From an optimization exercise on the open Yosys and OpenROAD flow, aimed at small area, a short achievable clock period and few clock cycles; shortcuts taken in it are not production practice.
At most, simulation tests tie the RTL to the original design; equivalence was not proved.
For runs 3, 4 and 6, only the layout was checked, not whether the RTL still works.

==> flow/run.sh <==
#!/bin/bash
# synth_recipe.tcl (not shown) runs the flow's synth.tcl, then flattens the netlist and writes it again
# the make line also repeats each setting of config.mk as NAME=value (left out here)
make -C /OpenROAD-flow-scripts/flow DESIGN_CONFIG=/design/flow/config.mk WORK_HOME=/design/flow/orfs CLKGATE_MAP_FILE= SYNTH_SCRIPT=/design/flow/synth_recipe.tcl finish
==> flow/config.mk <==
export PLATFORM = sky130hd
export DESIGN_NAME = bitcoin_hash
export DESIGN_NICKNAME = bitcoin_hash
export VERILOG_FILES = /design/flow/design.v
export SDC_FILE = /design/flow/constraint.sdc
export NUM_CORES = 8
export LEC_CHECK = 0
export CAP_MARGIN = 20
export CORE_MARGIN = 2
export CORE_UTILIZATION = 40
export SLEW_MARGIN = 20
==> flow/constraint.sdc <==
create_clock -name core_clock -period 8.5 [get_ports {clk}]
set_input_delay 1.7000 -clock core_clock [delete_from_list [all_inputs] [get_ports {clk}]]
set_output_delay 1.7000 -clock core_clock [all_outputs]
set_load 0.01 [all_outputs]
==> flow/design.v <==
module bitcoin_hash(input logic clk, reset_n, start,
                    input logic [15:0] message_addr, output_addr,
                    output logic done, mem_we,
                    output logic [15:0] mem_addr,
                    output logic [31:0] mem_write_data,
                    input logic [31:0] mem_read_data);
localparam logic [2047:0] K_ALL = {
   32'h428a2f98,32'h71374491,32'hb5c0fbcf,32'he9b5dba5,32'h3956c25b,32'h59f111f1,32'h923f82a4,32'hab1c5ed5,
   32'hd807aa98,32'h12835b01,32'h243185be,32'h550c7dc3,32'h72be5d74,32'h80deb1fe,32'h9bdc06a7,32'hc19bf174,
   32'he49b69c1,32'hefbe4786,32'h0fc19dc6,32'h240ca1cc,32'h2de92c6f,32'h4a7484aa,32'h5cb0a9dc,32'h76f988da,
   32'h983e5152,32'ha831c66d,32'hb00327c8,32'hbf597fc7,32'hc6e00bf3,32'hd5a79147,32'h06ca6351,32'h14292967,
   32'h27b70a85,32'h2e1b2138,32'h4d2c6dfc,32'h53380d13,32'h650a7354,32'h766a0abb,32'h81c2c92e,32'h92722c85,
   32'ha2bfe8a1,32'ha81a664b,32'hc24b8b70,32'hc76c51a3,32'hd192e819,32'hd6990624,32'hf40e3585,32'h106aa070,
   32'h19a4c116,32'h1e376c08,32'h2748774c,32'h34b0bcb5,32'h391c0cb3,32'h4ed8aa4a,32'h5b9cca4f,32'h682e6ff3,
   32'h748f82ee,32'h78a5636f,32'h84c87814,32'h8cc70208,32'h90befffa,32'ha4506ceb,32'hbef9a3f7,32'hc67178f2
};
localparam logic [255:0] IV = {32'h6a09e667, 32'hbb67ae85, 32'h3c6ef372, 32'ha54ff53a,
                               32'h510e527f, 32'h9b05688c, 32'h1f83d9ab, 32'h5be0cd19};
function automatic logic [31:0] kc(input logic [5:0] i);
   kc = K_ALL[(63-i)*32 +: 32];
endfunction
function automatic logic [31:0] iv(input logic [2:0] i);
   iv = IV[(7-i)*32 +: 32];
endfunction
function automatic logic [31:0] rotr(input logic [31:0] x, input int r);
   rotr = (x >> r) | (x << (32-r));
endfunction
localparam logic [1:0] B_LOAD = 2'd0, B_ONE = 2'd1, B_TWO = 2'd2, B_THREE = 2'd3;
logic        busy;
logic [1:0]  blk;
logic [6:0]  cyc;
logic [3:0]  nonce;
logic        c_inj, c_injring, c_ffiv, c_ffr, c_topexp, c_topmem;
logic        c_wn, c_w8, c_w280, c_w100;
logic [3:0]  c_ffw;
logic [1:0]  c_fj, c_ivi;       
logic [31:0] a, b, c, d, e, f, g, h, hk;
logic [31:0] w [16];
logic [31:0] ra [4];    
logic [31:0] re [4];    
function automatic logic [63:0] csa(input logic [31:0] x, y, z);
   csa = {x ^ y ^ z, ((x & y) | (x & z) | (y & z)) << 1};
endfunction
function automatic logic [31:0] add_bk(input logic [31:0] x, y);
   logic [31:0] gg, pp;
   gg = x & y;
   pp = x ^ y;
   for (int dd = 1; dd < 32; dd = dd * 2)
      for (int i = 2*dd - 1; i < 32; i += 2*dd) begin
         gg[i] = gg[i] | (pp[i] & gg[i-dd]);
         pp[i] = pp[i] & pp[i-dd];
      end
   for (int dd = 8; dd >= 1; dd = dd / 2)
      for (int i = 3*dd - 1; i < 32; i += 2*dd) begin
         gg[i] = gg[i] | (pp[i] & gg[i-dd]);
         pp[i] = pp[i] & pp[i-dd];
      end
   add_bk = (x ^ y) ^ {gg[30:0], 1'b0};
endfunction
logic [31:0] s0, s1, ch, mj, a_rnd, e_rnd;
logic [31:0] p1, q1, p2, q2, p3, q3, p4, q4;
always_comb begin
   s1    = rotr(e, 6) ^ rotr(e, 11) ^ rotr(e, 25);
   ch    = (e & f) ^ (~e & g);
   s0    = rotr(a, 2) ^ rotr(a, 13) ^ rotr(a, 22);
   mj    = (a & b) ^ (a & c) ^ (b & c);
   {p1, q1} = csa(hk, s1, ch);
   {p2, q2} = csa(p1, q1, s0);
   {p3, q3} = csa(p2, q2, mj);
   a_rnd = p3 + q3;
   {p4, q4} = csa(p1, q1, d);
   e_rnd = p4 + q4;
end
logic [31:0] wexp, x1, y1, x2, y2;
always_comb begin
   {x1, y1} = csa(rotr(w[14], 17) ^ rotr(w[14], 19) ^ (w[14] >> 10), w[9],
                  rotr(w[1], 7) ^ rotr(w[1], 18) ^ (w[1] >> 3));
   {x2, y2} = csa(x1, y1, w[0]);
   wexp = add_bk(x2, y2);
end
logic [31:0] kv, kreg;
always_comb begin
   if (cyc == 7'd66)
      kv = kc(6'd0);
   else if (cyc == 7'd67)
      kv = kc(6'd1);
   else if (cyc == 7'd61 && blk == B_THREE)
      kv = kc(6'd63) + iv(3'd0);            
   else
      kv = kc(cyc[5:0] + 6'd2);
end
logic [31:0] hx, hy;
always_comb {hx, hy} = csa(g, kreg, w[1]);
function automatic logic [1:0] next_blk(input logic [1:0] bk);
   case (bk)
      B_LOAD:  next_blk = B_ONE;
      B_ONE:   next_blk = B_TWO;
      B_TWO:   next_blk = B_THREE;
      default: next_blk = B_TWO;
   endcase
endfunction
logic [6:0] cyc_n;
logic [1:0] blk_n, nb_n;
logic [3:0] nonce_n;
always_comb begin
   if (!busy) begin
      cyc_n   = 7'd51;
      blk_n   = B_LOAD;
      nonce_n = 4'd0;
   end else if (cyc == 7'd67) begin
      cyc_n   = 7'd0;
      blk_n   = next_blk(blk);
      nonce_n = (blk == B_TWO) ? nonce + 4'd1 : nonce;
   end else begin
      cyc_n   = cyc + 7'd1;
      blk_n   = blk;
      nonce_n = nonce;
   end
   nb_n = next_blk(blk_n);
end
always_ff @(posedge clk) begin
   cyc   <= cyc_n;
   blk   <= blk_n;
   nonce <= nonce_n;
   c_inj     <= (cyc_n >= 7'd64);
   c_injring <= (nb_n == B_TWO);
   c_ffiv    <= (blk_n == B_ONE);
   c_fj      <= 2'd1 - cyc_n[1:0];
   c_ivi     <= 2'd3 - cyc_n[1:0];
   c_ffr     <= (blk_n == B_ONE) && (cyc_n >= 7'd62) && (cyc_n <= 7'd65);
   for (int i = 0; i < 4; i++)
      c_ffw[i] <= (blk_n == B_TWO) && (cyc_n == 7'd62 + i);
   c_topexp  <= (cyc_n < 7'd52);
   c_topmem  <= (cyc_n >= 7'd52) && (nb_n == B_ONE || (nb_n == B_TWO && cyc_n <= 7'd54));
   c_wn      <= (nb_n == B_TWO) && (cyc_n == 7'd55);
   c_w8      <= ((nb_n == B_TWO) && (cyc_n == 7'd56)) || ((nb_n == B_THREE) && (cyc_n == 7'd60));
   c_w280    <= (nb_n == B_TWO) && (cyc_n == 7'd67);
   c_w100    <= (nb_n == B_THREE) && (cyc_n == 7'd67);
end
logic [31:0] wtop;
always_comb begin
   if (c_topexp)
      wtop = wexp;
   else if (c_topmem)
      wtop = mem_read_data;
   else
      wtop = {c_w8, 21'd0, c_w280, c_w100, c_w280, 3'd0, nonce & {4{c_wn}}};
end
logic [31:0] ffa, ffe;
always_comb begin
   ffa = add_bk(b, c_ffiv ? iv({1'b0, c_fj}) : ra[2]);
   ffe = add_bk(f, c_ffiv ? iv({1'b1, c_fj}) : re[2]);
end
always_ff @(posedge clk) begin
   b <= a; c <= b; d <= c;
   f <= e; g <= f; h <= g;
   if (c_inj) begin
      if (c_injring) begin
         a <= ra[0];
         e <= re[0];
      end else begin
         a <= iv({1'b0, c_ivi});    
         e <= iv({1'b1, c_ivi});    
      end
   end else begin
      a <= a_rnd;
      e <= e_rnd;
   end
   hk <= add_bk(hx, hy);
   kreg <= kv;
   ra[0] <= ra[1]; ra[2] <= ra[3]; ra[3] <= ra[0];
   re[0] <= re[1]; re[2] <= re[3]; re[3] <= re[0];
   if (c_ffr) begin
      ra[1] <= ffa;
      re[1] <= ffe;
   end else begin
      ra[1] <= ra[2];
      re[1] <= re[2];
   end
   for (int i = 0; i < 15; i++) w[i] <= w[i+1];
   w[15] <= wtop;
   if (c_ffw[0]) begin w[8] <= ffa; w[12] <= ffe; end    
   if (c_ffw[1]) begin w[6] <= ffa; w[10] <= ffe; end    
   if (c_ffw[2]) begin w[4] <= ffa; w[8]  <= ffe; end    
   if (c_ffw[3]) begin w[2] <= ffa; w[6]  <= ffe; end    
end
assign mem_write_data = a;
always_ff @(posedge clk, negedge reset_n) begin
   if (!reset_n) begin
      busy   <= 1'b0;
      done   <= 1'b0;
      mem_we <= 1'b0;
   end else begin
      mem_we <= 1'b0;
      if (!busy) begin
         if (start) begin
            busy <= 1'b1;
            done <= 1'b0;
         end
      end else if (blk == B_THREE && cyc == 7'd63) begin
         mem_we <= 1'b1;
      end else if (blk == B_THREE && cyc == 7'd64 && nonce == 4'd0) begin
         busy <= 1'b0;
         done <= 1'b1;
      end
   end
end
always_ff @(posedge clk) begin
   if (!busy)
      mem_addr <= message_addr;
   else if (blk == B_LOAD)
      mem_addr <= mem_addr + 16'd1;
   else if (cyc == 7'd50)
      mem_addr <= message_addr + 16'd16;
   else if (cyc == 7'd51 || cyc == 7'd52)
      mem_addr <= mem_addr + 16'd1;
   else if (cyc == 7'd63)
      mem_addr <= output_addr + {12'd0, nonce - 4'd1};
end
endmodule
==> notes.md, run 1 <==
status=timing/DRC/antenna clean; syn_area_per_cell=approximately 11 um2; CP endpoint kind=flop; Vias/cell=5.31; final hold vios=0; setup TNS=0 ps; max-cap violation count=0; Synth Instances=roughly 4600; headroom to the max-slew limit=13.0%; # setup viols final=0; Final min period=6020 ps; Synth Flop Type=dfxtp_1; filler cell count=between 10000 and 15000; number of clock sinks seen by CTS=1102; Post-DRT Antenna Nets=0; flops & latches, synth=1102; Reg2Reg Setup Slack=about 2500 ps; synth warn=4; First-pass DRT Iterations=9; clk root buf=clkbuf_16; post-synthesis sequential area ratio=45.9%; Die H=around 350 um; Final period util=70.8%; chip width=352 um; die area=between 100000 and 150000 um2; Mapped Area=48500 um2; Wirelength per Cell=24.5 um; area grow syn2layout=14.4%; Hold Path Class=reg2reg; first-pass GRT wire length=227 mm; unrepaired setup endpoints after global routing=no; Clk Latency, worst-skew pair=720 ps; layout cells sized above 1=8.21%; CP Class=reg2reg; Post-CTS Hold Fix Bufs=0; global route total overflow=0; post-cts sizing count=0; starting density of the core=around two fifths; post-synthesis cell type count=79; Iteration-0 DRC Markers=3371; via count=roughly 34000; most frequent cells in the layout=1075 x dfxtp_1, 335 x a21oi_1, 308 x inv_1, 305 x xnor2_1, 294 x nand2_1; clock-pin slew on the worst setup and hold paths=~60 ps; commonest non-fill, non-tap cell in the layout=dfxtp_1; top flop regs=w (512), ra (128), re (128); nets=5246; num rows=roughly 130; Slew Viols, Final=0; DPL Wire Length=120 mm; pin count of the biggest net entering global routing=92; Startpoint Class=flop; worst-margin pin slew=1300 ps; vias in the first global route=~33000; initial antenna violation count=6; IO buf count=116; skew final=68.5 ps; Data required, critical path=roughly 9000 ps; Largest register FFs=between 500 and 600; total track usage=24.7%; CTS tree=yes; Fmax=~170 MHz; H-tree depth=3; syn nets=just over 5000; Setup Fix Bufs, Post-CTS=0; final design area excluding fillers=55400 um2; core area=120000 um2; Reg area=22300 um2; IO Pins=117; gpl congestion=0.989; Post-synth ARST share=0.272%; crit-path max FO=11; DRC=0; EDFF count, synth=16; Bufs on Longest Clock Path=3; Arr. time, crit path=6650 ps; total routed wirelength=156 mm; DP Area=slightly above 50000 um2; Reg with most FFs=w; area of the multi-input gates=between 20000 and 25000 um2; CTS Buf Count=114
worst max-delay path, cell delays in order (launching register included):
cell	delay [ps]
dfxtp_1	770
inv_1	340
ha_1	300
nand2b_1	150
nor2_1	410
nor2_1	140
ha_1	250
a21oi_1	150
nor2_1	50
a211oi_1	290
o311ai_1	330
a311oi_1	1000
o21ai_1	230
a41oi_1	300
a211o_1	220
fa_1	200
xnor2_1	80
xnor2_1	390
mux2i_1	130
o21ai_0	190
area by class of cell:
cell class                      instances  share of cell area [%]
Clock inverter                         61                    1.54
Inverter                              311                    2.11
Clock buffer                          150                    5.79
Sequential cell                      1102                    40.2
Multi-Input combinational cell       2988                    44.1
Tap cell                             1612                    3.64
Antenna cell                            2                 0.00903
Timing Repair Buffer                  160                    2.69
synth_stat cells, drive strengths merged, types with 44 or more instances:
cell | number | area [um2]
nor3 | 44 | 220
xnor2 | 311 | 2730
dfxtp | 1083 | 21700
o21ai | 292 | 1470
inv | 308 | 1160
nor2 | 276 | 1040
clkbuf | 151 | 567
nand2 | 294 | 1100
nand3 | 66 | 330
a21o | 87 | 653
mux2i | 84 | 841
ha | 220 | 2750
fa | 282 | 5650
a211oi | 52 | 405
a21oi | 336 | 1690
mux2 | 97 | 1090
xor2 | 114 | 1010
metal layers:
metal  global-route usage (%)  up-vias  part of all wire (%)
met5                        0        -                     0
li1                         -    15700                     -
met1                     34.3    16700                    44
met4                     8.48        0                   3.7
met2                     39.4     1256                    45
met3                     3.71      217                   6.6
kinds of logic (layout without fill, tap and decap cells):
kind of cell | count (synthesis) | after routing | share of synthesized area, %
flip-flops | 1102 | 1102 | 45.9
AO/OA/AOI/OAI | 988 | 988 | 12.4
AND/OR/NAND/NOR | 856 | 856 | 7.93
adder cells (fa/ha/maj) | 534 | 534 | 18.0
buffers and inverters | 502 | 682 | 3.92
XOR/XNOR | 425 | 425 | 7.71
multiplexers | 185 | 185 | 4.17
other | 0 | 2 | 0
worst paths after layout:
path                                from  endpoint  cells after the start
worst min-delay path            re[3][4]  re[2][4]                      0
worst max-delay path            c_ivi[0]  w[8][31]                     19
max in group asynchronous        reset_n    mem_we                      1
worst min register to register  re[3][4]  re[2][4]                      0
worst max register to register  c_ivi[0]  w[8][31]                     19
min in group asynchronous        reset_n      done                      1
per-stage QoR:
| step | cells | hold slack (ps) | utilization, % | setup WS (ps) |
|---|---|---|---|---|
| 4_1_cts | 6384 | 266 | 46.1 | 2510 |
| 5_1_grt | 6385 | 297 | 46.2 | 2170 |
| 2_1_floorplan | 4592 | 310 | - | 3480 |
| 3_5_place_dp | 6173 | 312 | 42.8 | 2570 |
| 3_3_place_gp | 6173 | 310 | 42.8 | 2790 |
| 6_report | 6386 | 285 | 46.2 | 2480 |
Testbench counts, summed over its fixed seeds: cycles 72,288.
==> run 2, diff against run 1 <==
--- a/flow/config.mk
+++ b/flow/config.mk
@@ -10,2 +10,3 @@
 export CORE_UTILIZATION = 40
+export SETUP_SLACK_MARGIN = 3.5
 export SLEW_MARGIN = 20
==> notes.md, run 2 <==
final hold vios=0; post-route insts no fill=6408; area grow syn2layout=16.0%; max incr delay on CP=580 ps; CP endpoint kind=flop; Synth Instances=4592; pin count of the biggest net entering global routing=81; Clk Latency, worst-skew pair=approximately 730 ps; vias in the first global route=32900; max-cap violation count=0; Synth area leader=dfxtp_1; top flop regs=w (512), ra (128), re (128); status=timing/DRC/antenna clean; Data required, critical path=9150 ps; crit-path max FO=3; chip width=352 um; post-synthesis cell type count=79; Synth Flop Type=dfxtp_1; headroom to the max-slew limit=between 10% and 20%; Placed Cells incl. Taps=6174; setup TNS=0 ps; Worst Path Buf+Inv=1; syn nets=just over 5000; CTS tree=yes; H-tree depth=3; Final period util=approximately three fifths; core area=approximately 120000 um2; Slew Viols, Final=0; initial antenna violation count=6; Hold Path Class=reg2reg; commonest non-fill, non-tap cell in the layout=dfxtp_1; die area=~120000 um2; Critical Path, Cell by Cell=buf_4 > xnor2_2 > xnor2_2 > fa_1 > fa_1 > ha_1 > a21o_1 > or3_1 > o2111ai_2 > o31ai_4 > a211oi_4 > o311ai_2 > a21o_1 > a21o_1 > a31o_1 > fa_2 > xnor2_2 > xnor2_1 > xnor2_1 > xnor2_1 > nand2_1 > o21ai_1; Bufs on Longest Clock Path=3; skew final=40.3 ps; post-synthesis sequential area ratio=45.9%; syn_area_per_cell=around 11 um2; IO buf count=116; top post-synthesis cells by area=dfxtp_1 45%, fa_1 12%, ha_1 5.7%, xnor2_1 5.6%, a21oi_1 3.5%; starting density of the core=roughly two fifths; CTS Buf Count=114; Startpoint Class=flop; worst-margin pin slew=about 1200 ps; IO Pins=117; Post-DRT Antenna Nets=0; Top delay family on crit path=adder cells; layout cells sized above 1=11.3%; Post-synth ARST share=0.272%; first-pass GRT wire length=228 mm; Finished Core Util=between 40% and 50%; flops & latches, synth=1102; Commonest cells post-synth=1083 x dfxtp_1, 335 x a21oi_1, 310 x xnor2_1; via count=33800; Wirelength per Cell=around 25 um; most frequent cells in the layout=1007 x dfxtp_1, 327 x a21oi_1, 307 x inv_1, 291 x nand2_1, 284 x xnor2_1; Fmax=195 MHz; clock-pin slew on the worst setup and hold paths=~60 ps; Vias/cell=5.28; count leader, synth=dfxtp_1; Final min period=5120 ps; gpl congestion=0.965; DRC=0; Iteration-0 DRC Markers=3299; EDFF count, synth=16; Worst path slowest cell=fa_1; First-pass DRT Iterations=6; global route total overflow=0; number of clock sinks seen by CTS=between 1000 and 1500; Die H=352 um; Reg with most FFs=w; # setup viols final=0; Synth top area share=44.7%; clk root buf=clkbuf_16; total routed wirelength=157 mm; Largest register FFs=roughly 510; num rows=127; total track usage=roughly 25%; Mapped Area=48500 um2; unrepaired setup endpoints after global routing=yes; CP Class=reg2reg; nets=5270; synth warn=4; Arr. time, crit path=just under 6000 ps; DPL Wire Length=around 120 mm
[run 2: metrics by stage]
step | worst slack, ps | hold slack [ps] | instance area [um2]
floorplan | 3520 | 310 | 48500
global placement | 2570 | 310 | 51400
detailed placement | 2450 | 312 | 51400
CTS | 3300 | 305 | 55900
global route | 3200 | 317 | 56200
finish | 3380 | 310 | 56200
[run 2: routing by layer]
layer / global-route usage [%] / routed length (um)
met1: 34.6 / 69600
met2: 39.2 / 71000
met3: 3.97 / 10700
met4: 8.61 / 6060
met5: 0 / 9
[run 2: path summary, 6_finish.rpt]
kind                          start  slack, ps        end  cells after the start
max                         w[1][9]       3380  w[15][31]                     22
min                        re[3][8]        310   re[2][8]                      0
max reg2reg                 w[1][9]       3380  w[15][31]                     22
min reg2reg                re[3][8]        310   re[2][8]                      0
max in group asynchronous   reset_n       7190     mem_we                      1
min in group asynchronous   reset_n       1170       done                      1
[run 2: area by class of cell]
class                      count  area [um2]
multi-input combinational   2988       24900
inverter                     311        1180
sequential                  1102       22400
tap                         1612        2020
fill                       11200       63900
clock buffer                 158        3290
antenna                        1        2.50
timing repair buffer         184        1670
clock inverter                52         792
[run 2: kinds of logic after synthesis]
logic type | synth area share (%)
flops | 45.9
compound gates | 12.4
simple gates | 7.93
fa+ha+maj | 18.0
buf+inv | 3.92
xor+xnor | 7.71
mux | 4.17
[run 2: repair_timing]
item,CTS,global route
setup buffers,15,8
pin swaps,29,21
hold buffers,0,0
gates resized for setup,109,62
gates cloned,0,0
setup endpoints to repair,145,56
==> run 3, diff against run 2 <==
--- a/flow/design.v
+++ b/flow/design.v
@@ -78,3 +78,3 @@
    {x2, y2} = csa(x1, y1, w[0]);
-   wexp = add_bk(x2, y2);
+   wexp = x2 + y2;
 end
--- a/flow/config.mk
+++ b/flow/config.mk
@@ -9,4 +9,5 @@
 export CORE_MARGIN = 2
-export CORE_UTILIZATION = 40
-export SETUP_SLACK_MARGIN = 3.5
+export CORE_UTILIZATION = 60
+export PLACE_DENSITY = 0.75
+export SETUP_SLACK_MARGIN = 4.0
 export SLEW_MARGIN = 20
==> notes.md, run 3 <==
clk root buf=clkbuf_16; hold path cells=0; crit-path max FO=4; CP Class=reg2reg; Final period util=55.9%; total routed wirelength=151 mm; top post-synthesis cells by area=dfxtp_1 44%, fa_1 11%, xnor2_1 5.6%, ha_1 5.6%, a21oi_1 3.5%; DP Area=50900 um2; pre-CTS WS=3000 ps; Synth area leader=dfxtp_1; Reg with most FFs=w; Arr. time, crit path=5290 ps; Bufs on Longest Clock Path=3; gpl congestion=1.00; Largest register FFs=512; Data required, critical path=approximately 9000 ps; Reg2Reg Setup Slack=3750 ps; area grow syn2layout=15.4%; Slew Viols, Final=0; Fmax=211 MHz; flops & latches, synth=roughly 1100; slack of the critical path=3750 ps; headroom to the max-slew limit=29.3%; Mapped Area=about 49000 um2; skew final=just under 40 ps; R2R Path End=a[31]; via count=approximately 36000; Post-DRT Antenna Nets=0; setup TNS=0 ps; total track usage=approximately 36%; starting density of the core=60.7%; DPL Wire Length=112 mm; # setup viols final=0; Startpoint Class=flop; max-cap violation count=0; First-pass DRT Iterations=6; pin count of the biggest net entering global routing=86; hold path endpoint=re[2][25]; IO Pins=between 100 and 150; core area=roughly 81000 um2; status=timing/DRC/antenna clean; Hold Path Class=reg2reg; worst-margin pin slew=~1100 ps; commonest non-fill, non-tap cell in the layout=dfxtp_1; Synth Flop Type=dfxtp_1; syn_area_per_cell=between 10 and 15 um2; Synth Instances=4717; layout cells sized above 1=12.8%; CTS Buf Count=between 100 and 150; nets=5386; most frequent cells in the layout=999 x dfxtp_1, 351 x inv_1, 334 x a21oi_1, 301 x nor2_1, 281 x xnor2_1; unrepaired setup endpoints after global routing=yes; Critical Path, Cell by Cell=xnor2_4 > xnor2_2 > fa_1 > inv_2 > fa_1 > fa_1 > inv_1 > ha_2 > inv_2 > fa_2 > nor2b_2 > o31a_1 > o2111ai_4 > a31oi_4 > o41ai_4 > o21ai_1 > a21oi_1 > xnor2_1 > mux2_2; Die H=289 um; synth warn=4; final hold vios=0; first-pass GRT wire length=220 mm; global route total overflow=0; initial antenna violation count=10; syn nets=around 5300; most frequent cell on the critical path=fa_1; post-route insts no fill=5989; clock-pin slew on the worst setup and hold paths=approximately 60 ps; vias in the first global route=about 35000; Synth top area share=44.4%; reg2reg start=e[12]; R2R depth=19; Clk Latency, worst-skew pair=680 ps; IO buf count=116; num rows=roughly 100; Worst path slowest cell=fa_1; hold_sp=re[3][25]; Final min period=between 4000 and 5000 ps; CP endpoint kind=flop; top flop regs=w (512), ra (128), re (128); max incr delay on CP=510 ps; Placed Cells incl. Taps=5728; Vias/cell=around 6; DRC=0; Commonest cells post-synth=1083 x dfxtp_1, 359 x inv_1, 346 x a21oi_1; count leader, synth=dfxtp_1; number of clock sinks seen by CTS=around 1100; final design area excluding fillers=56400 um2; die area=roughly 84000 um2; Post-synth ARST share=less than 1%; post-synthesis sequential area ratio=45.5%; H-tree depth=3; Post-CTS Hold Fix Bufs=0; CTS tree=yes; chip width=slightly below 300 um; Iteration-0 DRC Markers=3559; post-synthesis cell type count=89; filler cell count=approximately 5800; EDFF count, synth=16; Wirelength per Cell=25.3 um
-- run 3: cell type report --
| cell class | instances | area [um2] | share of cell area [%] |
|---|---|---|---|
| Antenna cell | 1 | 2.50 | 0.00444 |
| Clock buffer | 143 | 3050 | 5.42 |
| Clock inverter | 56 | 830 | 1.47 |
| Inverter | 362 | 1370 | 2.43 |
| Multi-Input combinational cell | 3059 | 25500 | 45.2 |
| Sequential cell | 1102 | 22400 | 39.8 |
| Tap cell | 1060 | 1330 | 2.35 |
| Timing Repair Buffer | 206 | 1890 | 3.35 |
-- run 3: repair_timing --
item | CTS | global route
gates resized for setup | 153 | 127
pin swaps | 34 | 67
setup buffers | 27 | 34
endpoints found under the hold margin | 0 | 0
setup endpoints to repair | 200 | 105
-- run 3: per-layer routing --
metal | GRT usage (%) | part of all wire (%) | routed length (um) | vias up
li1 | - | - | - | 16200
met1 | 47.4 | 40 | 61100 | 17500
met2 | 54.4 | 44 | 66700 | 1722
met3 | 8.14 | 9.0 | 13600 | 381
met4 | 20.3 | 6.5 | 9800 | 2
met5 | 0 | 0.0086 | 13 | -
-- run 3: through the flow --
step | utilization (%) | hold WS (ps)
final | 70.0 | 316
after global routing | 70.0 | 308
after CTS | 69.0 | 303
after detailed placement | 63.2 | 312
after global placement | 63.2 | 310
after floorplan | - | 310
-- run 3: cell families after synthesis --
logic type,after synthesis,share of synthesized area [%]
adders and majority gates,512,17.0
buffers and inverters,556,4.31
muxes,177,3.90
DFF,1102,45.5
and+or+nand+nor,871,7.98
AOI/OAI and AO/OA,1069,13.6
xor gates and xnor gates,430,7.71
-- run 3: worst max-delay path: cells and delay by family (launching register included) --
kind                       cells  cell delay (ps)
and+or+nand+nor                1               50
DFF                            1              370
xor gates and xnor gates       3              450
buffers and inverters          3              190
muxes                          1              270
adders and majority gates      5             1830
AOI/OAI and AO/OA              6             1450
-- run 3: worst max-delay path by stage --
stage                     startpoint   endpoint  slack, ps
final                          e[12]      a[31]       3750
after global routing           e[17]      a[31]       3640
after floorplan                e[31]      a[31]       4020
after CTS                      e[12]      a[31]       3780
after global placement        c_ffiv  w[10][31]       3210
after detailed placement      c_ffiv  w[10][31]       3000
==> run 4, diff against run 3 <==
--- a/flow/design.v
+++ b/flow/design.v
@@ -27,17 +27,30 @@
 endfunction
-localparam logic [1:0] B_LOAD = 2'd0, B_ONE = 2'd1, B_TWO = 2'd2, B_THREE = 2'd3;
-logic        busy;
-logic [1:0]  blk;
-logic [6:0]  cyc;
-logic [3:0]  nonce;
-logic        c_inj, c_injring, c_ffiv, c_ffr, c_topexp, c_topmem;
-logic        c_wn, c_w8, c_w280, c_w100;
-logic [3:0]  c_ffw;
-logic [1:0]  c_fj, c_ivi;       
-logic [31:0] a, b, c, d, e, f, g, h, hk;
-logic [31:0] w [16];
-logic [31:0] ra [4];    
-logic [31:0] re [4];    
 function automatic logic [63:0] csa(input logic [31:0] x, y, z);
-   csa = {x ^ y ^ z, ((x & y) | (x & z) | (y & z)) << 1};
+   logic [31:0] u;
+   u = x ^ y;
+   csa = {u ^ z, ((u & z) | (~u & x)) << 1};
+endfunction
+function automatic logic [63:0] c42(input logic [31:0] x1, x2, x3, x4);
+   logic [31:0] u, uv, co, ci, sm, cy;
+   u  = x1 ^ x2;
+   uv = u ^ x3 ^ x4;
+   co = (u & x3) | (~u & x1);
+   ci = {co[30:0], 1'b0};
+   sm = uv ^ ci;
+   cy = (uv & ci) | (~uv & x4);
+   c42 = {sm, cy << 1};
+endfunction
+function automatic logic [31:0] add_ks(input logic [31:0] x, y);
+   logic [31:0] gg, pp, g2, p2;
+   gg = x & y;
+   pp = x ^ y;
+   for (int dd = 1; dd < 32; dd = dd * 2) begin
+      g2 = gg; p2 = pp;
+      for (int i = dd; i < 32; i++) begin
+         g2[i] = gg[i] | (pp[i] & gg[i-dd]);
+         p2[i] = pp[i] & pp[i-dd];
+      end
+      gg = g2; pp = p2;
+   end
+   add_ks = (x ^ y) ^ {gg[30:0], 1'b0};
 endfunction
@@ -59,36 +72,3 @@
 endfunction
-logic [31:0] s0, s1, ch, mj, a_rnd, e_rnd;
-logic [31:0] p1, q1, p2, q2, p3, q3, p4, q4;
-always_comb begin
-   s1    = rotr(e, 6) ^ rotr(e, 11) ^ rotr(e, 25);
-   ch    = (e & f) ^ (~e & g);
-   s0    = rotr(a, 2) ^ rotr(a, 13) ^ rotr(a, 22);
-   mj    = (a & b) ^ (a & c) ^ (b & c);
-   {p1, q1} = csa(hk, s1, ch);
-   {p2, q2} = csa(p1, q1, s0);
-   {p3, q3} = csa(p2, q2, mj);
-   a_rnd = p3 + q3;
-   {p4, q4} = csa(p1, q1, d);
-   e_rnd = p4 + q4;
-end
-logic [31:0] wexp, x1, y1, x2, y2;
-always_comb begin
-   {x1, y1} = csa(rotr(w[14], 17) ^ rotr(w[14], 19) ^ (w[14] >> 10), w[9],
-                  rotr(w[1], 7) ^ rotr(w[1], 18) ^ (w[1] >> 3));
-   {x2, y2} = csa(x1, y1, w[0]);
-   wexp = x2 + y2;
-end
-logic [31:0] kv, kreg;
-always_comb begin
-   if (cyc == 7'd66)
-      kv = kc(6'd0);
-   else if (cyc == 7'd67)
-      kv = kc(6'd1);
-   else if (cyc == 7'd61 && blk == B_THREE)
-      kv = kc(6'd63) + iv(3'd0);            
-   else
-      kv = kc(cyc[5:0] + 6'd2);
-end
-logic [31:0] hx, hy;
-always_comb {hx, hy} = csa(g, kreg, w[1]);
+localparam logic [1:0] B_LOAD = 2'd0, B_ONE = 2'd1, B_TWO = 2'd2, B_THREE = 2'd3;
 function automatic logic [1:0] next_blk(input logic [1:0] bk);
@@ -101,2 +81,51 @@
 endfunction
+logic        busy;
+logic [1:0]  blk;
+logic [6:0]  cyc;
+logic [3:0]  nonce;
+logic [5:0]  kidx;        
+logic        c_inj, c_injring, c_injhk, c_ffiv, c_ffr, c_err, c_topexp, c_topmem;
+logic        c_wn, c_w8, c_w280, c_w100, c_kring, c_kiv, c_kfold;
+logic [3:0]  c_ffw;       
+logic [3:0]  c_hkw;       
+logic [1:0]  c_fj, c_ivi;
+logic [31:0] a, b, c, d, e, f, g, hk, kreg;
+logic [31:0] w [16];
+logic [31:0] ra [4];      
+logic [31:0] re [4];      
+logic [31:0] s0, s1, ch, mj, a_rnd, e_rnd;
+logic [31:0] p1, q1, p3, q3, p4, q4;
+always_comb begin
+   s1    = rotr(e, 6) ^ rotr(e, 11) ^ rotr(e, 25);
+   ch    = (e & f) ^ (~e & g);
+   s0    = rotr(a, 2) ^ rotr(a, 13) ^ rotr(a, 22);
+   mj    = (a & b) ^ (a & c) ^ (b & c);
+   {p1, q1} = csa(hk, s1, ch);
+   {p3, q3} = c42(s0, mj, p1, q1);
+   a_rnd = add_ks(p3, q3);
+   {p4, q4} = csa(p1, q1, d);
+   e_rnd = add_ks(p4, q4);
+end
+logic [31:0] wexp, x2, y2;
+always_comb begin
+   {x2, y2} = c42(w[9], w[0], rotr(w[14], 17) ^ rotr(w[14], 19) ^ (w[14] >> 10),
+                  rotr(w[1], 7) ^ rotr(w[1], 18) ^ (w[1] >> 3));
+   wexp = x2 + y2;
+end
+logic [31:0] hx, hy, hk_n;
+always_comb begin
+   {hx, hy} = csa(g, kreg, w[1]);
+   hk_n = add_bk(hx, hy);
+end
+logic [31:0] kv;
+always_comb begin
+   if (c_kiv)
+      kv = iv({1'b1, c_fj});                
+   else if (c_kring)
+      kv = re[2];                           
+   else if (c_kfold)
+      kv = kc(6'd63) + iv(3'd0);            
+   else
+      kv = kc(kidx);
+end
 logic [6:0] cyc_n;
@@ -104,2 +133,3 @@
 logic [3:0] nonce_n;
+logic [5:0] kidx_n;
 always_comb begin
@@ -119,2 +149,8 @@
    nb_n = next_blk(blk_n);
+   if (cyc_n == 7'd66)
+      kidx_n = 6'd0;
+   else if (cyc_n >= 7'd62 && cyc_n <= 7'd65)
+      kidx_n = kidx;
+   else
+      kidx_n = kidx + 6'd1;
 end
@@ -124,4 +160,6 @@
    nonce <= nonce_n;
+   kidx  <= kidx_n;
    c_inj     <= (cyc_n >= 7'd64);
    c_injring <= (nb_n == B_TWO);
+   c_injhk   <= (blk_n == B_ONE);
    c_ffiv    <= (blk_n == B_ONE);
@@ -130,5 +168,11 @@
    c_ffr     <= (blk_n == B_ONE) && (cyc_n >= 7'd62) && (cyc_n <= 7'd65);
-   for (int i = 0; i < 4; i++)
+   c_err     <= (blk_n == B_ONE) && (cyc_n >= 7'd64);
+   c_kiv     <= (blk_n == B_ONE) && (cyc_n >= 7'd62) && (cyc_n <= 7'd65);
+   c_kring   <= (blk_n == B_TWO) && (cyc_n >= 7'd62) && (cyc_n <= 7'd65);
+   c_kfold   <= (blk_n == B_THREE) && (cyc_n == 7'd61);
+   for (int i = 0; i < 4; i++) begin
       c_ffw[i] <= (blk_n == B_TWO) && (cyc_n == 7'd62 + i);
-   c_topexp  <= (cyc_n < 7'd52);
+      c_hkw[i] <= (blk_n == B_TWO) && (cyc_n == 7'd64 + i);
+   end
+   c_topexp  <= (cyc_n < 7'd48);
    c_topmem  <= (cyc_n >= 7'd52) && (nb_n == B_ONE || (nb_n == B_TWO && cyc_n <= 7'd54));
@@ -148,10 +192,7 @@
 end
-logic [31:0] ffa, ffe;
-always_comb begin
-   ffa = add_bk(b, c_ffiv ? iv({1'b0, c_fj}) : ra[2]);
-   ffe = add_bk(f, c_ffiv ? iv({1'b1, c_fj}) : re[2]);
-end
+logic [31:0] ffa;
+always_comb ffa = b + (c_ffiv ? iv({1'b0, c_fj}) : ra[2]);
 always_ff @(posedge clk) begin
    b <= a; c <= b; d <= c;
-   f <= e; g <= f; h <= g;
+   f <= e; g <= f;
    if (c_inj) begin
@@ -159,3 +200,3 @@
          a <= ra[0];
-         e <= re[0];
+         e <= c_injhk ? hk : re[0];
       end else begin
@@ -168,19 +209,18 @@
    end
-   hk <= add_bk(hx, hy);
+   hk   <= hk_n;
    kreg <= kv;
    ra[0] <= ra[1]; ra[2] <= ra[3]; ra[3] <= ra[0];
-   re[0] <= re[1]; re[2] <= re[3]; re[3] <= re[0];
-   if (c_ffr) begin
-      ra[1] <= ffa;
-      re[1] <= ffe;
-   end else begin
-      ra[1] <= ra[2];
-      re[1] <= re[2];
-   end
+   ra[1] <= c_ffr ? ffa : ra[2];
+   re[0] <= re[1]; re[1] <= re[2]; re[2] <= re[3];
+   re[3] <= c_err ? hk : re[0];
    for (int i = 0; i < 15; i++) w[i] <= w[i+1];
    w[15] <= wtop;
-   if (c_ffw[0]) begin w[8] <= ffa; w[12] <= ffe; end    
-   if (c_ffw[1]) begin w[6] <= ffa; w[10] <= ffe; end    
-   if (c_ffw[2]) begin w[4] <= ffa; w[8]  <= ffe; end    
-   if (c_ffw[3]) begin w[2] <= ffa; w[6]  <= ffe; end    
+   if (c_ffw[0]) w[8] <= ffa;     
+   if (c_ffw[1]) w[6] <= ffa;     
+   if (c_ffw[2]) w[4] <= ffa;     
+   if (c_ffw[3]) w[2] <= ffa;     
+   if (c_hkw[0]) w[10] <= hk;     
+   if (c_hkw[1]) w[8]  <= hk;     
+   if (c_hkw[2]) w[6]  <= hk;     
+   if (c_hkw[3]) w[4]  <= hk;     
 end
--- a/flow/config.mk
+++ b/flow/config.mk
@@ -7,2 +7,3 @@
 export LEC_CHECK = 0
+export ABC_AREA = 1
 export CAP_MARGIN = 20
==> notes.md, run 4 <==
status=timing/DRC/antenna clean; skew final=~32 ps; gpl congestion=between 1 and 1.5; first-pass GRT wire length=279 mm; commonest non-fill, non-tap cell in the layout=nand2_1; Startpoint Class=flop; Commonest cells post-synth=1444 x nand2_1, 1094 x dfxtp_1, 672 x inv_1; Hold Path Class=reg2reg; Largest register FFs=around 500; worst-margin pin slew=1210 ps; count leader, synth=nand2_1; pre-CTS WS=between 3000 and 4000 ps; IO buf count=116; Post-DRT Antenna Nets=0; Placed Cells incl. Taps=between 7000 and 8000; die area=a little under 90000 um2; Final min period=4480 ps; headroom to the max-slew limit=between 15 and 20%; # setup viols final=0; CP endpoint kind=flop; Iteration-0 DRC Markers=5801; global route total overflow=0; Clk Latency, worst-skew pair=720 ps; total routed wirelength=195 mm; area grow syn2layout=11.7%; num rows=107; CTS tree=yes; flops & latches, synth=1113; Synth top area share=42.7%; top flop regs=w (512), ra (128), re (128); clock-pin slew on the worst setup and hold paths=70 ps; Arr. time, crit path=5060 ps; R2R depth=16; Die H=slightly below 300 um; slack of the critical path=between 4000 and 5000 ps; number of clock sinks seen by CTS=about 1100; DPL Wire Length=~150 mm; Synth Flop Type=dfxtp_1; starting density of the core=60.4%; DRC=0; Finished Core Util=67.5%; vias in the first global route=43700; chip width=between 200 and 300 um; post-route insts no fill=7876; Synth area leader=dfxtp_1; Bufs on Longest Clock Path=3; crit-path max FO=6; Data required, critical path=9080 ps; syn_area_per_cell=7.80 um2; Wirelength per Cell=24.7 um; setup TNS=0 ps; EDFF count, synth=16; post-synthesis cell type count=77; synth warn=4; Slew Viols, Final=0; Reg with most FFs=w; unrepaired setup endpoints after global routing=yes; top post-synthesis cells by area=dfxtp_1 43%, nand2_1 11%, xor2_1 5.0%, inv_1 4.9%, ha_1 4.9%; pin count of the biggest net entering global routing=83; max-cap violation count=0; layout cells sized above 1=under 10%; CP Class=reg2reg; Mapped Area=51300 um2; Fmax=between 200 and 250 MHz; Post-synth ARST share=less than 1%; post-synthesis sequential area ratio=43.8%; clk root buf=clkbuf_16; core area=84900 um2; via count=47200; initial antenna violation count=12; H-tree depth=3; final hold vios=0; Final period util=between 50% and 60%; Synth Instances=6573; nets=6926; syn nets=around 6900; First-pass DRT Iterations=9; total track usage=43.4%; IO Pins=117; CTS Buf Count=106; most frequent cells in the layout=1444 x nand2_1, 1077 x dfxtp_1, 670 x inv_1, 598 x nor2_1, 477 x o21ai_0; hold path cells=0; Vias/cell=5.99
[run 4: changes by cell type after synthesis, moves of 49 or more]
cell,before,now
nand3_1,70,278
a21boi_0,4,53
inv_1,359,672
o21ai_0,269,483
nor2_1,305,599
mux2_2,108,7
xnor2_1,313,183
fa_1,264,20
xor2_1,117,290
mux2i_1,69,15
nand2_1,268,1444
o22ai_1,21,71
[run 4: final cells by class]
type,instances,area (um2)
fillers,7070,27600
multi-input cells,4575,25500
flip-flops and latches,1113,22500
clock buffers,143,3010
inverters,688,2590
repair buffers,154,1450
well taps,1144,1430
clock inverters,50,788
diodes,8,20.0
repair inverters,1,5.00
[run 4: worst max-delay path, cell delays in order (launching register included)]
cell	delay, ps
dfxtp_1	620
xnor2_1	160
xor2_1	170
inv_1	70
nand2_1	60
a21boi_0	760
nand2_1	220
nand2_1	160
xor2_1	270
ha_1	350
a21oi_1	280
o21ai_0	310
a21oi_1	250
o211ai_1	140
or2_2	290
nand3_1	120
o211ai_1	110
[run 4: worst paths after layout]
check | slack [ps] | start | end
worst max-delay path | 4020 | e[23] | e[27]
worst min-delay path | 310 | w[13][20] | w[12][20]
worst max register to register | 4020 | e[23] | e[27]
worst min register to register | 310 | w[13][20] | w[12][20]
max in group asynchronous | 7190 | reset_n | busy
min in group asynchronous | 1170 | reset_n | mem_we
[run 4: logic make-up after synthesis]
group,share of synthesized area (%)
XOR/XNOR,8.08
buffers and inverters,6.64
AO/OA/AOI/OAI,14.6
multiplexers,0.447
adder cells (fa/ha/maj),5.95
flip-flops,43.8
AND/OR/NAND/NOR,20.5
[run 4: metal layers]
layer  up-vias  track usage [%]  share of wire, %
li1      21600                -                 -
met1     21900             55.8                38
met2      3023             63.6                41
met3       661             9.82                12
met4         4             33.1               9.1
met5         -                0             0.015
[run 4: timing repair]
action	CTS	global route
endpoints found under the setup margin	3	95
setup buffers	0	1
pin swaps	0	2
endpoints found under the hold margin	0	0
gates resized for setup	3	36
hold buffers	0	0
gates cloned	0	1
[run 4: through the flow]
stage	hold WS, ps	area, um2
6_report	309	57300
5_1_grt	322	57300
4_1_cts	310	57200
3_5_place_dp	312	53300
3_3_place_gp	309	53300
2_1_floorplan	310	51300
==> run 5, diff against run 4 <==
--- a/flow/design.v
+++ b/flow/design.v
@@ -193,3 +193,3 @@
 logic [31:0] ffa;
-always_comb ffa = b + (c_ffiv ? iv({1'b0, c_fj}) : ra[2]);
+always_comb ffa = add_bk(b, c_ffiv ? iv({1'b0, c_fj}) : ra[2]);
 always_ff @(posedge clk) begin
==> notes.md, run 5 <==
status=timing/DRC/antenna clean; max incr delay on CP=690 ps; max-cap violation count=0; layout cells sized above 1=roughly 6%; Synth area leader=dfxtp_1; Top delay family on crit path=compound AO/OA/AOI/OAI gates; final hold vios=0; unrepaired setup endpoints after global routing=no; setup TNS=0 ps; area grow syn2layout=12.3%; most frequent cells in the layout=1359 x nand2_1, 1076 x dfxtp_1, 644 x inv_1, 451 x o21ai_0, 444 x nor2_1; H-tree depth=3; initial antenna violation count=6; Final period util=a little over half; vias in the first global route=42200; IO Pins=117; CTS Buf Count=106; EDFF count, synth=16; Synth Flop Type=dfxtp_1; Post-synth ARST share=0.270%; flops & latches, synth=1113; total routed wirelength=184 mm; Critical Path, Cell by Cell=xnor2_1 > xor2_1 > xor2_1 > xor2_2 > or2_1 > nand3_1 > nand2_1 > ha_1 > a21oi_1 > o21ai_0 > a21oi_1 > nand3_1 > o21ai_0 > nand2_1; Mapped Area=approximately 50000 um2; nets=6677; Post-CTS Hold Fix Bufs=0; skew final=approximately 74 ps; Wirelength per Cell=24.4 um; CTS tree=yes; count leader, synth=nand2_1; via count=about 45000; Bufs on Longest Clock Path=3; headroom to the max-slew limit=a little under a quarter; clock-pin slew on the worst setup and hold paths=approximately 70 ps; gpl congestion=roughly 1.0; core area=83300 um2; Data required, critical path=approximately 9000 ps; post-synthesis sequential area ratio=~45%; Worst Path Buf+Inv=0; CP Class=reg2reg; Reg with most FFs=w; Final min period=4450 ps; Vias/cell=5.93; Synth top area share=between 40% and 50%; chip width=294 um; Commonest cells post-synth=1362 x nand2_1, 1094 x dfxtp_1, 647 x inv_1; Worst path slowest cell=dfxtp_1; Finished Core Util=67.8%; clk root buf=clkbuf_16; # setup viols final=0; Synth Instances=~6300; Clk Latency, worst-skew pair=around 730 ps; number of clock sinks seen by CTS=1113; Fmax=between 200 and 250 MHz; Hold Path Class=reg2reg; First-pass DRT Iterations=8; starting density of the core=between 60% and 70%; Startpoint Class=flop; top flop regs=w (512), ra (128), re (128); post-synthesis cell type count=75; syn_area_per_cell=8.01 um2; Largest register FFs=512; crit-path max FO=6; top post-synthesis cells by area=dfxtp_1 44%, nand2_1 10%, xor2_1 5.0%, ha_1 4.9%, inv_1 4.8%; num rows=106; DRC=0; pin count of the biggest net entering global routing=83; Die H=294 um; Slew Viols, Final=0; DPL Wire Length=about 140 mm; syn nets=approximately 6600; Arr. time, crit path=4970 ps; worst-margin pin slew=~1100 ps; first-pass GRT wire length=268 mm; synth warn=4; commonest non-fill, non-tap cell in the layout=nand2_1; die area=86200 um2; IO buf count=116; Iteration-0 DRC Markers=4899; total track usage=42.0%; global route total overflow=0; Post-DRT Antenna Nets=0; CP endpoint kind=flop
run 5: kinds of logic (layout without fill, tap and decap cells):
group / Yosys count / count (layout) / share of synthesized area, %
adders and majority gates: 252 / 252 / 6.69
DFF: 1113 / 1113 / 44.6
other: 0 / 2 / 0
and+or+nand+nor: 2287 / 2287 / 18.9
xor gates and xnor gates: 478 / 478 / 8.38
AOI/OAI and AO/OA: 1289 / 1289 / 14.7
buffers and inverters: 847 / 1027 / 6.38
muxes: 16 / 16 / 0.348
run 5: timing repair:
item	in CTS	in global routing
pin swaps	1	5
setup buffers	0	6
hold endpoints to repair	0	0
setup endpoints to repair	20	59
gates resized for setup	7	44
cloned	1	1
run 5: path summary, 6_finish.rpt:
check,startpoint,to,slack (ps),cells past startpoint
worst max-delay path,a[25],a[24],4050,14
worst min-delay path,c[24],d[24],290,0
worst max register to register,a[25],a[24],4050,14
worst min register to register,c[24],d[24],290,0
max in group asynchronous,reset_n,mem_we,7160,1
min in group asynchronous,reset_n,done,1170,1
run 5: final cells by class:
cell class                 instances  area, um2
multi-input combinational       4322      24800
timing repair inverter             1       5.00
clock inverter                    47        759
clock buffer                     146       3040
sequential                      1113      22500
timing repair buffer             169       1600
tap                             1080       1350
antenna                            2       5.00
fill                            6796      26800
inverter                         664       2500
run 5: per-stage QoR:
| step | hold slack [ps] | cells | area (um2) | worst slack, ps |
|---|---|---|---|---|
| floorplan | 310 | 6282 | 50300 | 4460 |
| global placement | 310 | 7341 | 52500 | 3830 |
| detailed placement | 312 | 7341 | 52500 | 3740 |
| CTS | 282 | 7535 | 56300 | 4010 |
| global route | 289 | 7542 | 56500 | 3950 |
| finish | 291 | 7544 | 56500 | 4050 |
run 5: routing by layer:
metal	vias to the layer above	part of all wire, %	routed length, um	GRT usage [%]
li1	20700	-	-	-
met1	21100	39	71700	53.7
met2	2358	42	78100	63.7
met3	598	10	18400	7.93
met4	6	8.6	15900	30.3
met5	-	0.022	41	0
Testbench counts of run 5, summed over its fixed seeds: cycles 72,288.
==> run 6, diff against run 5 <==
--- a/flow/design.v
+++ b/flow/design.v
@@ -193,3 +193,3 @@
 logic [31:0] ffa;
-always_comb ffa = add_bk(b, c_ffiv ? iv({1'b0, c_fj}) : ra[2]);
+always_comb ffa = b + (c_ffiv ? iv({1'b0, c_fj}) : ra[2]);
 always_ff @(posedge clk) begin
--- a/flow/config.mk
+++ b/flow/config.mk
@@ -10,5 +10,7 @@
 export CORE_MARGIN = 2
-export CORE_UTILIZATION = 60
-export PLACE_DENSITY = 0.75
-export SETUP_SLACK_MARGIN = 4.0
+export CORE_UTILIZATION = 50
+export CTS_CLUSTER_DIAMETER = 80
+export CTS_CLUSTER_SIZE = 20
+export PLACE_DENSITY = 0.65
+export SETUP_SLACK_MARGIN = 5.0
 export SLEW_MARGIN = 20
==> notes.md, run 6 <==
Data required, critical path=9050 ps; max-cap violation count=0; pin count of the biggest net entering global routing=81; first-pass GRT wire length=between 200 and 300 mm; H-tree depth=3; Die H=324 um; Final min period=between 3000 and 4000 ps; count leader, synth=nand2_1; filler cell count=9068; vias in the first global route=42000; gpl congestion=between 1 and 1.5; Hold Path Class=reg2reg; post-synthesis cell type count=77; CTS Buf Count=72; Reg with most FFs=w; # setup viols final=0; pre-CTS WS=3930 ps; die area=105000 um2; headroom to the max-slew limit=between 20% and 30%; setup TNS=0 ps; CTS tree=yes; EDFF count, synth=16; Commonest cells post-synth=1444 x nand2_1, 1094 x dfxtp_1, 672 x inv_1; CP endpoint kind=flop; First-pass DRT Iterations=6; slack of the critical path=4660 ps; area of the multi-input gates=about 29000 um2; layout cells sized above 1=16.7%; Synth top area share=42.7%; syn nets=6860; most frequent cells in the layout=1302 x nand2_1, 968 x dfxtp_1, 636 x inv_1, 566 x nor2_1, 419 x o21ai_0; skew final=approximately 46 ps; nets=7098; IO buf count=116; chip width=324 um; top flop regs=w (512), ra (128), re (128); Arr. time, crit path=4390 ps; Final period util=45.2%; Synth Flop Type=dfxtp_1; top post-synthesis cells by area=dfxtp_1 43%, nand2_1 11%, xor2_1 5.0%, inv_1 4.9%, ha_1 4.9%; number of clock sinks seen by CTS=1113; initial antenna violation count=2; final hold vios=0; Iteration-0 DRC Markers=4974; commonest non-fill, non-tap cell in the layout=nand2_1; Bufs on Longest Clock Path=3; unrepaired setup endpoints after global routing=yes; Post-synth ARST share=0.270%; syn_area_per_cell=7.80 um2; Vias/cell=approximately 5.7; clock-pin slew on the worst setup and hold paths=80 ps; IO Pins=~120; status=timing/DRC/antenna clean; clk root buf=clkbuf_16; synth warn=4; Clk Latency, worst-skew pair=690 ps; total routed wirelength=203 mm; global route total overflow=0; worst-margin pin slew=1160 ps; Wirelength per Cell=24.7 um; Post-DRT Antenna Nets=0; Fmax=approximately 260 MHz; Mapped Area=51300 um2; Synth Instances=between 6000 and 7000; CP Class=reg2reg; Slew Viols, Final=0; flops & latches, synth=1113; num rows=between 100 and 150; Reg area=22800 um2; via count=46500; Startpoint Class=flop; DRC=0; worst hold margin=315 ps; post-synthesis sequential area ratio=between 40% and 50%; area grow syn2layout=19.7%; DPL Wire Length=around 150 mm; Largest register FFs=512; Synth area leader=dfxtp_1; core area=~100000 um2; Post-CTS Hold Fix Bufs=0; crit-path max FO=4; total track usage=37.1%; starting density of the core=about half
run 6: worst paths after layout:
check / startpoint / to / slack [ps] / depth (start not counted)
max: b[2] / a[20] / 4660 / 22
min reg2reg: re[3][3] / re[2][3] / 320 / 0
min in group asynchronous: reset_n / busy / 1190 / 1
max in group asynchronous: reset_n / mem_we / 7140 / 1
min: re[3][3] / re[2][3] / 320 / 0
max reg2reg: b[2] / a[20] / 4660 / 22
run 6: what timing repair did:
| item | 4_1_cts | 5_1_grt |
|---|---|---|
| pin swaps | 84 | 191 |
| resized for setup | 482 | 550 |
| endpoints found under the setup margin | 282 | 176 |
| endpoints found under the hold margin | 0 | 0 |
| buffers inserted | 100 | 105 |
| gates cloned | 1 | 1 |
run 6: metrics by stage:
step	area [um2]	util, %	std cells
CTS	58200	57.3	8096
floorplan	51300	-	6573
detailed placement	53600	52.7	7898
global placement	53600	52.7	7898
global route	61400	60.3	8202
finish	61400	60.3	8205
run 6: cells by family (layout without fill, tap and decap cells):
family	Yosys count	after routing	synth area share, %
flops	1113	1113	43.8
xor+xnor	473	473	8.08
buf+inv	885	1146	6.64
simple gates	2552	2552	20.5
other cells	0	3	0
fa+ha+maj	235	235	5.95
mux	22	22	0.447
compound gates	1293	1293	14.6
run 6: per-layer routing:
metal	vias up	global-route usage, %	share of wire (%)
met5	-	0	0
met4	0	22.0	7.3
met3	520	5.72	8.5
met2	2182	54.9	42
met1	21900	51.1	42
li1	21800	-	-
run 6: critical path, cell delays in order (launching register included):
cell      delay [ps]
dfxtp_1          650
a21oi_1          170
o21ai_0          390
nand2_1          180
inv_1            110
nand3_1          140
nand2_1          120
nand2_1           50
nand2_1           80
inv_2             50
ha_4             150
fa_2             370
nand2_4          100
o21ai_4           70
a21oi_4          230
inv_1             70
nand2_1           70
nand2_2           90
a21oi_2          180
o21bai_2         100
or2_1            220
nand3_1           60
nand2_1           60
run 6: final cells by class:
cell class | instances | share of cell area [%]
tap | 1368 | 2.79
clock buffer | 76 | 3.03
timing repair buffer | 360 | 5.26
clock inverter | 21 | 0.510
timing repair inverter | 1 | 0.00815
multi-input combinational | 4575 | 47.0
inverter | 688 | 4.30
antenna | 3 | 0.0122
sequential | 1113 | 37.1
==> run 7, diff against run 6 <==
--- a/flow/design.v
+++ b/flow/design.v
@@ -193,3 +193,3 @@
 logic [31:0] ffa;
-always_comb ffa = b + (c_ffiv ? iv({1'b0, c_fj}) : ra[2]);
+always_comb ffa = add_bk(b, c_ffiv ? iv({1'b0, c_fj}) : ra[2]);
 always_ff @(posedge clk) begin
--- a/flow/config.mk
+++ b/flow/config.mk
@@ -11,4 +11,4 @@
 export CORE_UTILIZATION = 50
-export CTS_CLUSTER_DIAMETER = 80
-export CTS_CLUSTER_SIZE = 20
+export CTS_CLUSTER_DIAMETER = 100
+export CTS_CLUSTER_SIZE = 30
 export PLACE_DENSITY = 0.65
==> notes.md, run 7 <==
status=timing/DRC/antenna clean; IO Pins=between 100 and 150; Slew Viols, Final=0; pin count of the biggest net entering global routing=91; Synth Instances=between 6000 and 7000; IO buf count=116; Top delay family on crit path=adder cells; Die H=~320 um; chip width=about 320 um; Wirelength per Cell=24.2 um; global route total overflow=0; DRC=0; CTS tree=yes; syn nets=6582; Post-DRT Antenna Nets=0; syn_area_per_cell=8.01 um2; Fmax=262 MHz; Reg with most FFs=w; post-synthesis sequential area ratio=between 40% and 50%; slack of the critical path=roughly 4700 ps; clock-pin slew on the worst setup and hold paths=about 110 ps; DPL Wire Length=about 140 mm; area of the multi-input gates=28800 um2; Commonest cells post-synth=1362 x nand2_1, 1094 x dfxtp_1, 647 x inv_1; CTS Buf Count=48; top post-synthesis cells by area=dfxtp_1 44%, nand2_1 10%, xor2_1 5.0%, ha_1 4.9%, inv_1 4.8%; commonest non-fill, non-tap cell in the layout=nand2_1; Largest register FFs=512; post-route insts no fill=7845; post-synthesis cell type count=75; skew final=34.0 ps; final hold vios=0; top flop regs=w (512), ra (128), re (128); gpl congestion=about 1.0; total track usage=between 30% and 40%; Vias/cell=5.67; most frequent cell on the critical path=nand2_2; max-cap violation count=0; area grow syn2layout=20.5%; Bufs on Longest Clock Path=3; H-tree depth=2; # setup viols final=0; Clk Latency, worst-skew pair=700 ps; Iteration-0 DRC Markers=between 4000 and 5000; synth warn=4; count leader, synth=nand2_1; most frequent cells in the layout=1175 x nand2_1, 966 x dfxtp_1, 591 x inv_1, 407 x nor2_1, 382 x o21ai_0; via count=44500; max incr delay on CP=420 ps; Final min period=3820 ps; CP Class=reg2reg; Final period util=44.9%; filler cell count=8652; Data required, critical path=9060 ps; starting density of the core=50.3%; worst-margin pin slew=1070 ps; Synth top area share=43.5%; unrepaired setup endpoints after global routing=yes; Reg area=22800 um2; worst hold margin=321 ps; Worst path slowest cell=fa_2; nets=6826; Hold Path Class=reg2reg; Startpoint Class=flop; die area=103000 um2; Synth area leader=dfxtp_1; core area=100000 um2; Placed Cells incl. Taps=7565; total routed wirelength=190 mm; flops & latches, synth=1113; headroom to the max-slew limit=28.5%; EDFF count, synth=16; Synth Flop Type=dfxtp_1; layout cells sized above 1=19.3%; setup TNS=0 ps; crit-path max FO=3; vias in the first global route=40100; First-pass DRT Iterations=7; Worst Path Buf+Inv=5; Post-synth ARST share=0.270%; Arr. time, crit path=4380 ps; Mapped Area=~50000 um2; clk root buf=clkbuf_16; pre-CTS WS=3640 ps; first-pass GRT wire length=266 mm; CP endpoint kind=flop; num rows=116; number of clock sinks seen by CTS=1113; initial antenna violation count=6
==> run 7: cell types whose count changed after synthesis, moves of 25 or more <==
| cell | before | now |
|---|---|---|
| nand3_1 | 278 | 245 |
| a31oi_1 | 57 | 22 |
| a21oi_1 | 388 | 443 |
| inv_1 | 672 | 647 |
| nand2_1 | 1444 | 1362 |
| nor2_1 | 599 | 446 |
| a22oi_1 | 25 | 67 |
==> run 7: path summary, 6_finish.rpt <==
check	cells after the start	slack [ps]	to	start
hold reg to reg	0	320	w[14][24]	w[15][24]
setup / recovery	26	4680	w[6][31]	cyc[1]
max in group asynchronous	1	7110	mem_we	reset_n
min in group asynchronous	1	1200	busy	reset_n
setup reg to reg	26	4680	w[6][31]	cyc[1]
hold / removal	0	320	w[14][24]	w[15][24]
==> run 7: cell type report <==
class	instances	area share, %
diodes	3	0.0124
clock inverters	17	0.456
inverters	664	4.21
clock buffers	51	2.04
well taps	1298	2.68
flip-flops and latches	1113	37.6
multi-input cells	4322	47.5
repair buffers	377	5.52
==> run 7: repair_timing <==
item,in CTS,in global routing
hold buffers,0,0
setup buffers,89,118
cloned,1,1
resized for setup,501,678
setup endpoints to repair,236,213
hold endpoints to repair,0,0
pin swaps,105,283
==> run 7: kinds of logic after synthesis <==
| family | synth area share, % |
|---|---|
| compound gates | 14.7 |
| fa+ha+maj | 6.69 |
| mux | 0.348 |
| simple gates | 18.9 |
| buf+inv | 6.38 |
| flops | 44.6 |
| xor+xnor | 8.38 |
==> run 7: routing by layer <==
metal | track usage [%] | part of all wire [%] | up-vias
met3 | 4.48 | 8.0 | 445
met2 | 54.3 | 43 | 2078
met1 | 48.0 | 42 | 21000
met4 | 17.5 | 6.8 | 2
li1 | - | - | 20900
met5 | 0 | 0.010 | -
==> run 7: per-stage QoR <==
stage                     util [%]  instance area (um2)
after floorplan                  -                50400
after global placement        52.8                52800
after detailed placement      52.9                52900
after CTS                     56.9                56900
after global routing          60.6                60600
final                         60.6                60600
Testbench counts of run 7, summed over its fixed seeds: cycles 72,288.

[port drivers added, routing unchanged]
How much do the figures lean on ideal ports? The routed layouts below were timed once more, with nothing changed but the port constraints. Step 1 assumes that a clkbuf_16 drives the clock port and a buf_2 every other input. Step 2 also shifts input and output timing later by t, the mid clock arrival at the registers, as if the neighbouring blocks saw the same clock. a / b / c = no drivers / after step 1 / after step 2; a / b = the first two.
run | shift t [ns] | setup slack, ns | slew at the worst register clock pin (ns) | worst slew at a driven data input, ns
run 1 | 0.765 | 2.480 / 2.480 / 2.480 | 0.07 / 0.07 | 0.08
run 2 | 0.786 | 3.383 / 3.383 / 3.383 | 0.07 / 0.07 | 0.08
run 3 | 0.736 | 3.749 / 3.749 / 3.749 | 0.07 / 0.07 | 0.06
run 4 | 0.782 | 4.022 / 4.022 / 4.022 | 0.07 / 0.07 | 0.05
run 5 | 0.765 | 4.052 / 4.052 / 4.052 | 0.08 / 0.08 | 0.04
run 6 | 0.734 | 4.662 / 4.662 / 4.436 | 0.10 / 0.10 | 0.05
run 7 | 0.760 | 4.681 / 4.681 / 4.422 | 0.12 / 0.12 | 0.04
After both steps setup and hold are still met in every run listed. For run 7, which loses most, drivers alone change the setup slack by 0.000 ns; drivers and shift together by -0.259 ns.
